From an optimization exercise on the open Yosys and OpenROAD flow, aimed at small area, a short achievable clock period and few clock cycles; shortcuts taken in it are not production practice.
Where RTL was checked, it was by simulation tests only, not by an equivalence proof against the original.
No activity file was given, so power comes from the tool's default toggle rates.

delta:
// CORDIC
module CORDIC #(parameter integer W = 32)
(
    input wire clk,
    input wire start,
    input wire signed [31:0] x,
    input wire signed [31:0] y,
    output wire signed [W-1:0]phi,
    output wire done
);
For scale: about 2900 cells after synthesis, roughly 110 flip-flops, roughly 0.015 mm² of cells after synthesis.
==> flow/config.mk <==
export PLATFORM = sky130hd
export DESIGN_NAME = CORDIC
export DESIGN_NICKNAME = CORDIC
export VERILOG_FILES = /design/flow/design.v
export SDC_FILE = /design/flow/constraint.sdc
export NUM_CORES = 4
export LEC_CHECK = 0
export ABC_AREA = 1
export CAP_MARGIN = 20
export CORE_MARGIN = 2
export CORE_UTILIZATION = 40
export SETUP_SLACK_MARGIN = 4.3
export SLEW_MARGIN = 20
export SYNTH_HIERARCHICAL = 1
export SYNTH_MINIMUM_KEEP_SIZE = 0
==> flow/constraint.sdc <==
create_clock -name core_clock -period 7.5 [get_ports {clk}]
set_input_delay 1.5000 -clock core_clock [delete_from_list [all_inputs] [get_ports {clk}]]
set_output_delay 1.5000 -clock core_clock [all_outputs]
set_load 0.01 [all_outputs]
run.sh (not shown) runs the stock make flow with config.mk's settings and CLKGATE_MAP_FILE= SYNTH_SCRIPT=/design/flow/synth_recipe.tcl, a recipe that flattens the netlist after the stock synthesis.
Input changes introduced in beta (baseline for comparison: delta):
-- flow/design.v --
<<< delta, line 60
assign o = l4;
endmodule
module cordic_addsub1 (input wire [31:0] a, input wire [31:0] ax, input wire [31:0] src, input wire [4:0] s, input wire cin, input wire ld, input wire [31:0] din, output wire [31:0] o);
wire [31:0] l0 = s[0] ? {{1{src[31]}}, src[31:1]} : src;
wire [31:0] l1 = s[1] ? {{2{l0[31]}}, l0[31:2]} : l0;
wire [31:0] l2 = s[2] ? {{4{l1[31]}}, l1[31:4]} : l1;
wire [31:0] l3 = s[3] ? {{8{l2[31]}}, l2[31:8]} : l2;
wire [31:0] l4 = s[4] ? {{16{l3[31]}}, l3[31:16]} : l3;
wire [31:0] p = ax ^ l4;
wire [31:0] g1 = a & ~p;
wire [31:0] g = {g1[31:1], g1[0] | (p[0] & cin)};
wire [31:0] sm;
wire G0_1 = g[1] | (p[1] & g[0]);
wire G0_3 = g[3] | (p[3] & g[2]);
>>> beta, line 60
assign o = l4;
endmodule
module cordic_addsub (input wire [31:0] a, input wire [31:0] src, input wire [4:0] s, input wire inv, input wire ld, input wire [31:0] din, output wire [31:0] o);
wire [31:0] ax;
cordic_xor u_x (.a(a), .s(inv), .o(ax));
wire [31:0] p, g;
cordic_shpg u_pg (.a(a), .ax(ax), .src(src), .s(s), .cin(inv), .p(p), .g(g));
cordic_pfxl u_pfx (.p(p), .g(g), .cin(inv), .ld(ld), .din(din), .o(o));
endmodule
module cordic_pfxl (input wire [31:0] p, input wire [31:0] g, input wire cin, input wire ld, input wire [31:0] din, output wire [31:0] o);
wire [31:0] s;
wire G0_1 = g[1] | (p[1] & g[0]);
wire G0_3 = g[3] | (p[3] & g[2]);
<<< delta, line 199
wire G4_30 = G3_30 | (P3_30 & G3_15);
wire G4_31 = G3_31 | (P3_31 & G3_15);
assign sm = p ^ {G4_30, G4_29, G4_28, G4_27, G4_26, G4_25, G4_24, G4_23, G4_22, G4_21, G4_20, G4_19, G4_18, G4_17, G4_16, G3_15, G3_14, G3_13, G3_12, G3_11, G3_10, G3_9, G3_8, G2_7, G2_6, G2_5, G2_4, G1_3, G1_2, G0_1, g[0], cin};
assign o = ld ? din : sm;
endmodule
module cordic_addsub (input wire [31:0] a, input wire [31:0] src, input wire [4:0] s, input wire inv, input wire ld, input wire [31:0] din, output wire [31:0] o);
wire [31:0] ax;
cordic_xor u_x (.a(a), .s(inv), .o(ax));
cordic_addsub1 u_a (.a(a), .ax(ax), .src(src), .s(s), .cin(inv), .ld(ld), .din(din), .o(o));
endmodule
module cordic_xor (input wire [31:0] a, input wire s, output wire [31:0] o);
>>> beta, line 198
wire G4_30 = G3_30 | (P3_30 & G3_15);
wire G4_31 = G3_31 | (P3_31 & G3_15);
assign s = p ^ {G4_30, G4_29, G4_28, G4_27, G4_26, G4_25, G4_24, G4_23, G4_22, G4_21, G4_20, G4_19, G4_18, G4_17, G4_16, G3_15, G3_14, G3_13, G3_12, G3_11, G3_10, G3_9, G3_8, G2_7, G2_6, G2_5, G2_4, G1_3, G1_2, G0_1, g[0], cin};
assign o = ld ? din : s;
endmodule
module cordic_shpg (input wire [31:0] a, input wire [31:0] ax, input wire [31:0] src, input wire [4:0] s, input wire cin, output wire [31:0] p, output wire [31:0] g);
wire [31:0] l0 = s[0] ? {{1{src[31]}}, src[31:1]} : src;
wire [31:0] l1 = s[1] ? {{2{l0[31]}}, l0[31:2]} : l0;
wire [31:0] l2 = s[2] ? {{4{l1[31]}}, l1[31:4]} : l1;
wire [31:0] l3 = s[3] ? {{8{l2[31]}}, l2[31:8]} : l2;
wire [31:0] l4 = s[4] ? {{16{l3[31]}}, l3[31:16]} : l3;
assign p = ax ^ l4;
wire [31:0] g1 = a & ~p;
assign g = {g1[31:1], g1[0] | (p[0] & cin)};
endmodule
module cordic_xor (input wire [31:0] a, input wire s, output wire [31:0] o);
- The final layouts of beta and delta pass the timing, DRC and antenna checks.
- Die area went down slightly going from delta to beta.
- Between delta and beta, routed wire length increased.
- Compare beta and delta | final worst hold slack higher: delta
- Ratio of routed vias to standard cells, beta and delta, higher one = delta.
- Combinational share of power | beta below delta
- Placement-stage cell area (lower): beta
- Delta (beta minus delta): worst setup slack climbed 0.0037 ns; met1 track demand over resource in global routing went up 0.41 points.
Testbench counts of beta, summed over its fixed seeds: cycles 22,400.
For delta, only the layout was checked, not whether the RTL still works.

---

old:
Another version of the RTL of CORDIC (not shown whole).
Size in the first run: roughly 3000 cells after synthesis, roughly 16000 um2 of cells after synthesis.
==> module CORDIC, before the edit <==
module CORDIC #(parameter integer W = 32)
(
    input wire clk,
    input wire start,
    input wire signed [31:0] x,
    input wire signed [31:0] y,
    output wire signed [W-1:0]phi,
    output wire done
);
reg [31:0] xr;
reg [31:0] yr;
reg [31:0] z;
reg [4:0] cnt;
reg dn;
reg [0:0] b27;   
reg [2:0] ff;
wire d = yr[31];
wire [31:0] xs, ys, xn, yn, zn;
reg [1:0] sx0, sx1, sy0, sy1;
cordic_shr u_shx (.a(yr), .s0({sx0[1], sx0[1], sx0[1], sx0[1], sx0[1], sx0[1], sx0[1], sx0[1], sx0[1], sx0[1], sx0[1], sx0[1], sx0[1], sx0[1], sx0[1], sx0[1], sx0[0], sx0[0], sx0[0], sx0[0], sx0[0], sx0[0], sx0[0], sx0[0], sx0[0], sx0[0], sx0[0], sx0[0], sx0[0], sx0[0], sx0[0], sx0[0]}), .s1({sx1[1], sx1[1], sx1[1], sx1[1], sx1[1], sx1[1], sx1[1], sx1[1], sx1[1], sx1[1], sx1[1], sx1[1], sx1[1], sx1[1], sx1[1], sx1[1], sx1[0], sx1[0], sx1[0], sx1[0], sx1[0], sx1[0], sx1[0], sx1[0], sx1[0], sx1[0], sx1[0], sx1[0], sx1[0], sx1[0], sx1[0], sx1[0]}), .s(cnt[4:2]), .o(xs));
cordic_shr u_shy (.a(xr), .s0({~sy0[1], ~sy0[1], ~sy0[1], ~sy0[1], ~sy0[1], ~sy0[1], ~sy0[1], ~sy0[1], ~sy0[1], ~sy0[1], ~sy0[1], ~sy0[1], ~sy0[1], ~sy0[1], ~sy0[1], ~sy0[1], ~sy0[0], ~sy0[0], ~sy0[0], ~sy0[0], ~sy0[0], ~sy0[0], ~sy0[0], ~sy0[0], ~sy0[0], ~sy0[0], ~sy0[0], ~sy0[0], ~sy0[0], ~sy0[0], ~sy0[0], ~sy0[0]}), .s1({~sy1[1], ~sy1[1], ~sy1[1], ~sy1[1], ~sy1[1], ~sy1[1], ~sy1[1], ~sy1[1], ~sy1[1], ~sy1[1], ~sy1[1], ~sy1[1], ~sy1[1], ~sy1[1], ~sy1[1], ~sy1[1], ~sy1[0], ~sy1[0], ~sy1[0], ~sy1[0], ~sy1[0], ~sy1[0], ~sy1[0], ~sy1[0], ~sy1[0], ~sy1[0], ~sy1[0], ~sy1[0], ~sy1[0], ~sy1[0], ~sy1[0], ~sy1[0]}), .s(cnt[4:2]), .o(ys));
cordic_addsub u_addx (.a(xr), .b(xs), .inv(d), .o(xn));
cordic_addsub u_addy (.a(yr), .b(ys), .inv(~d), .o(yn));
wire [31:0] za;
cordic_ztab u_tab (.i(cnt), .d(d), .dn(dn), .o(za));
cordic_add u_addz (.a(z), .b(za), .o(zn));
wire b26 = ~d;
wire [2:0] fnext;
assign fnext[0] = z[4] & (b26 ? (~z[5] & (&z[10:6])) : (&z[10:5]));
assign fnext[1] = z[4] & (b26 ? (~z[5] & (&z[17:6])) : (&z[17:5]));
assign fnext[2] = z[4] & (b26 ? (~z[5] & (&z[24:6])) : (&z[24:5]));
cordic_fin u_fin (.a(z), .b(b27), .f(ff), .o(phi));
assign done = dn;
always @(posedge clk) begin
    if (start) begin
        xr  <= x;
        yr  <= y;
        z   <= 32'h906dfdfb;
    end else begin
        xr  <= xn;
        yr  <= yn;
        z   <= zn;
    end
    if (start) begin
        cnt <= 5'd0;
        dn  <= 1'b0;
        sx0[0] <= 1'b0;
        sx1[0] <= 1'b0;
        sy0[0] <= 1'b1;
        sy1[0] <= 1'b1;
        sx0[1] <= 1'b0;
        sx1[1] <= 1'b0;
        sy0[1] <= 1'b1;
        sy1[1] <= 1'b1;
    end else if (!dn) begin
        cnt <= cnt + 5'd1;
        dn  <= (cnt == 5'd26);
        b27 <= {~yn[31]};
        if (cnt == 5'd26) ff <= fnext;
        sx0[0] <= ~sx0[0];
        sx1[0] <= sx1[0] ^ sx0[0];
        sy0[0] <= ~sy0[0];
        sy1[0] <= ~(~sy1[0] ^ ~sy0[0]);
        sx0[1] <= ~sx0[1];
        sx1[1] <= sx1[1] ^ sx0[1];
        sy0[1] <= ~sy0[1];
        sy1[1] <= ~(~sy1[1] ^ ~sy0[1]);
    end
end
endmodule
clock: 7.5 ns
lec_check: 0
abc_area: 1
cap_margin: 20
core_margin: 2
core_utilization: 40
setup_slack_margin: 4
slew_margin: 20
synth_hierarchical: 1
synth_minimum_keep_size: 0
The inputs of new differ from those of old as listed below.
-- flow/design.v --
<<< old, line 17
wire d = yr[31];
wire [31:0] xs, ys, xn, yn, zn;
reg [1:0] sx0, sx1, sy0, sy1;
cordic_shr u_shx (.a(yr), .s0({sx0[1], sx0[1], sx0[1], sx0[1], sx0[1], sx0[1], sx0[1], sx0[1], sx0[1], sx0[1], sx0[1], sx0[1], sx0[1], sx0[1], sx0[1], sx0[1], sx0[0], sx0[0], sx0[0], sx0[0], sx0[0], sx0[0], sx0[0], sx0[0], sx0[0], sx0[0], sx0[0], sx0[0], sx0[0], sx0[0], sx0[0], sx0[0]}), .s1({sx1[1], sx1[1], sx1[1], sx1[1], sx1[1], sx1[1], sx1[1], sx1[1], sx1[1], sx1[1], sx1[1], sx1[1], sx1[1], sx1[1], sx1[1], sx1[1], sx1[0], sx1[0], sx1[0], sx1[0], sx1[0], sx1[0], sx1[0], sx1[0], sx1[0], sx1[0], sx1[0], sx1[0], sx1[0], sx1[0], sx1[0], sx1[0]}), .s(cnt[4:2]), .o(xs));
cordic_shr u_shy (.a(xr), .s0({~sy0[1], ~sy0[1], ~sy0[1], ~sy0[1], ~sy0[1], ~sy0[1], ~sy0[1], ~sy0[1], ~sy0[1], ~sy0[1], ~sy0[1], ~sy0[1], ~sy0[1], ~sy0[1], ~sy0[1], ~sy0[1], ~sy0[0], ~sy0[0], ~sy0[0], ~sy0[0], ~sy0[0], ~sy0[0], ~sy0[0], ~sy0[0], ~sy0[0], ~sy0[0], ~sy0[0], ~sy0[0], ~sy0[0], ~sy0[0], ~sy0[0], ~sy0[0]}), .s1({~sy1[1], ~sy1[1], ~sy1[1], ~sy1[1], ~sy1[1], ~sy1[1], ~sy1[1], ~sy1[1], ~sy1[1], ~sy1[1], ~sy1[1], ~sy1[1], ~sy1[1], ~sy1[1], ~sy1[1], ~sy1[1], ~sy1[0], ~sy1[0], ~sy1[0], ~sy1[0], ~sy1[0], ~sy1[0], ~sy1[0], ~sy1[0], ~sy1[0], ~sy1[0], ~sy1[0], ~sy1[0], ~sy1[0], ~sy1[0], ~sy1[0], ~sy1[0]}), .s(cnt[4:2]), .o(ys));
cordic_addsub u_addx (.a(xr), .b(xs), .inv(d), .o(xn));
cordic_addsub u_addy (.a(yr), .b(ys), .inv(~d), .o(yn));
>>> new, line 17
wire d = yr[31];
wire [31:0] xs, ys, xn, yn, zn;
reg [3:0] sx0, sx1, sy0, sy1;
cordic_shr u_shx (.a(yr), .s0({sx0[3], sx0[3], sx0[3], sx0[3], sx0[3], sx0[3], sx0[3], sx0[3], sx0[2], sx0[2], sx0[2], sx0[2], sx0[2], sx0[2], sx0[2], sx0[2], sx0[1], sx0[1], sx0[1], sx0[1], sx0[1], sx0[1], sx0[1], sx0[1], sx0[0], sx0[0], sx0[0], sx0[0], sx0[0], sx0[0], sx0[0], sx0[0]}), .s1({sx1[3], sx1[3], sx1[3], sx1[3], sx1[3], sx1[3], sx1[3], sx1[3], sx1[2], sx1[2], sx1[2], sx1[2], sx1[2], sx1[2], sx1[2], sx1[2], sx1[1], sx1[1], sx1[1], sx1[1], sx1[1], sx1[1], sx1[1], sx1[1], sx1[0], sx1[0], sx1[0], sx1[0], sx1[0], sx1[0], sx1[0], sx1[0]}), .s(cnt[4:2]), .o(xs));
cordic_shr u_shy (.a(xr), .s0({~sy0[3], ~sy0[3], ~sy0[3], ~sy0[3], ~sy0[3], ~sy0[3], ~sy0[3], ~sy0[3], ~sy0[2], ~sy0[2], ~sy0[2], ~sy0[2], ~sy0[2], ~sy0[2], ~sy0[2], ~sy0[2], ~sy0[1], ~sy0[1], ~sy0[1], ~sy0[1], ~sy0[1], ~sy0[1], ~sy0[1], ~sy0[1], ~sy0[0], ~sy0[0], ~sy0[0], ~sy0[0], ~sy0[0], ~sy0[0], ~sy0[0], ~sy0[0]}), .s1({~sy1[3], ~sy1[3], ~sy1[3], ~sy1[3], ~sy1[3], ~sy1[3], ~sy1[3], ~sy1[3], ~sy1[2], ~sy1[2], ~sy1[2], ~sy1[2], ~sy1[2], ~sy1[2], ~sy1[2], ~sy1[2], ~sy1[1], ~sy1[1], ~sy1[1], ~sy1[1], ~sy1[1], ~sy1[1], ~sy1[1], ~sy1[1], ~sy1[0], ~sy1[0], ~sy1[0], ~sy1[0], ~sy1[0], ~sy1[0], ~sy1[0], ~sy1[0]}), .s(cnt[4:2]), .o(ys));
cordic_addsub u_addx (.a(xr), .b(xs), .inv(d), .o(xn));
cordic_addsub u_addy (.a(yr), .b(ys), .inv(~d), .o(yn));
<<< old, line 53
        sy0[1] <= 1'b1;
        sy1[1] <= 1'b1;
    end else if (!dn) begin
        cnt <= cnt + 5'd1;
>>> new, line 53
        sy0[1] <= 1'b1;
        sy1[1] <= 1'b1;
        sx0[2] <= 1'b0;
        sx1[2] <= 1'b0;
        sy0[2] <= 1'b1;
        sy1[2] <= 1'b1;
        sx0[3] <= 1'b0;
        sx1[3] <= 1'b0;
        sy0[3] <= 1'b1;
        sy1[3] <= 1'b1;
    end else if (!dn) begin
        cnt <= cnt + 5'd1;
<<< old, line 66
        sy0[1] <= ~sy0[1];
        sy1[1] <= ~(~sy1[1] ^ ~sy0[1]);
    end
end
>>> new, line 74
        sy0[1] <= ~sy0[1];
        sy1[1] <= ~(~sy1[1] ^ ~sy0[1]);
        sx0[2] <= ~sx0[2];
        sx1[2] <= sx1[2] ^ sx0[2];
        sy0[2] <= ~sy0[2];
        sy1[2] <= ~(~sy1[2] ^ ~sy0[2]);
        sx0[3] <= ~sx0[3];
        sx1[3] <= sx1[3] ^ sx0[3];
        sy0[3] <= ~sy0[3];
        sy1[3] <= ~(~sy1[3] ^ ~sy0[3]);
    end
end
==> comparison <==
- Where final worst-path setup slack is concerned, old is outperformed by new.
- Per the comparison of new with old, total I/O pin count level; clock network fraction of total power fell 0.5 points; number of cells on the critical path higher; switching power of the nets moved down.
- old was smaller in final cell area than new.
- Leakage power in new is about 0.6% above old.
- NOTE non-clock buffer count old->new decreased by a little under 10%
- When new is set beside old, its count of clock-buffer cells in the layout turns out to be 2 larger.
- Of new and old, it is new that has the lower final weighted congestion of routability-driven global placement.
- new: flow completed, timing, DRC and antenna clean
No functional check of the RTL was part of any run of this note.

## port drivers added, routing unchanged
The flow's constraints put no driver on any port. The routed layouts listed below were extracted and timed again, unchanged, in two steps. Step 1 (the two cells are an assumption about what drives the block):
set clk [get_ports {clk}]
set_driving_cell -lib_cell sky130_fd_sc_hd__clkbuf_16 $clk
set_driving_cell -lib_cell sky130_fd_sc_hd__buf_2 [delete_from_list [all_inputs] $clk]
Step 2 adds t to the input delays and takes it off the output delays; t is the mean of the earliest and latest rising clock arrival at the registers after step 1. Input paths then give back, and output paths get back, about the clock's delay inside the block. Slacks: ideal ports / drivers / drivers and shift; pairs: ideal ports / drivers.
run | t (ns) | setup slack, ns | latest minus earliest clock arrival (ns) | worst register clock-pin slew, ns | pins driven straight from the clock port
delta | 0.453 | 4.304 / 4.244 / 4.232 | 0.012 / 0.011 | 0.09 / 0.09 | 1
beta | 0.444 | 4.307 / 4.255 / 4.065 | 0.017 / 0.017 | 0.09 / 0.09 | 1
old | 0.520 | 4.014 / 3.957 / 4.192 | 0.012 / 0.013 | 0.07 / 0.07 | 1
new | 0.524 | 4.040 / 3.984 / 4.222 | 0.014 / 0.013 | 0.07 / 0.07 | 1
After both steps setup and hold are still met in every run listed. For beta, which loses most, drivers alone change the setup slack by -0.052 ns; drivers and shift together by -0.242 ns.
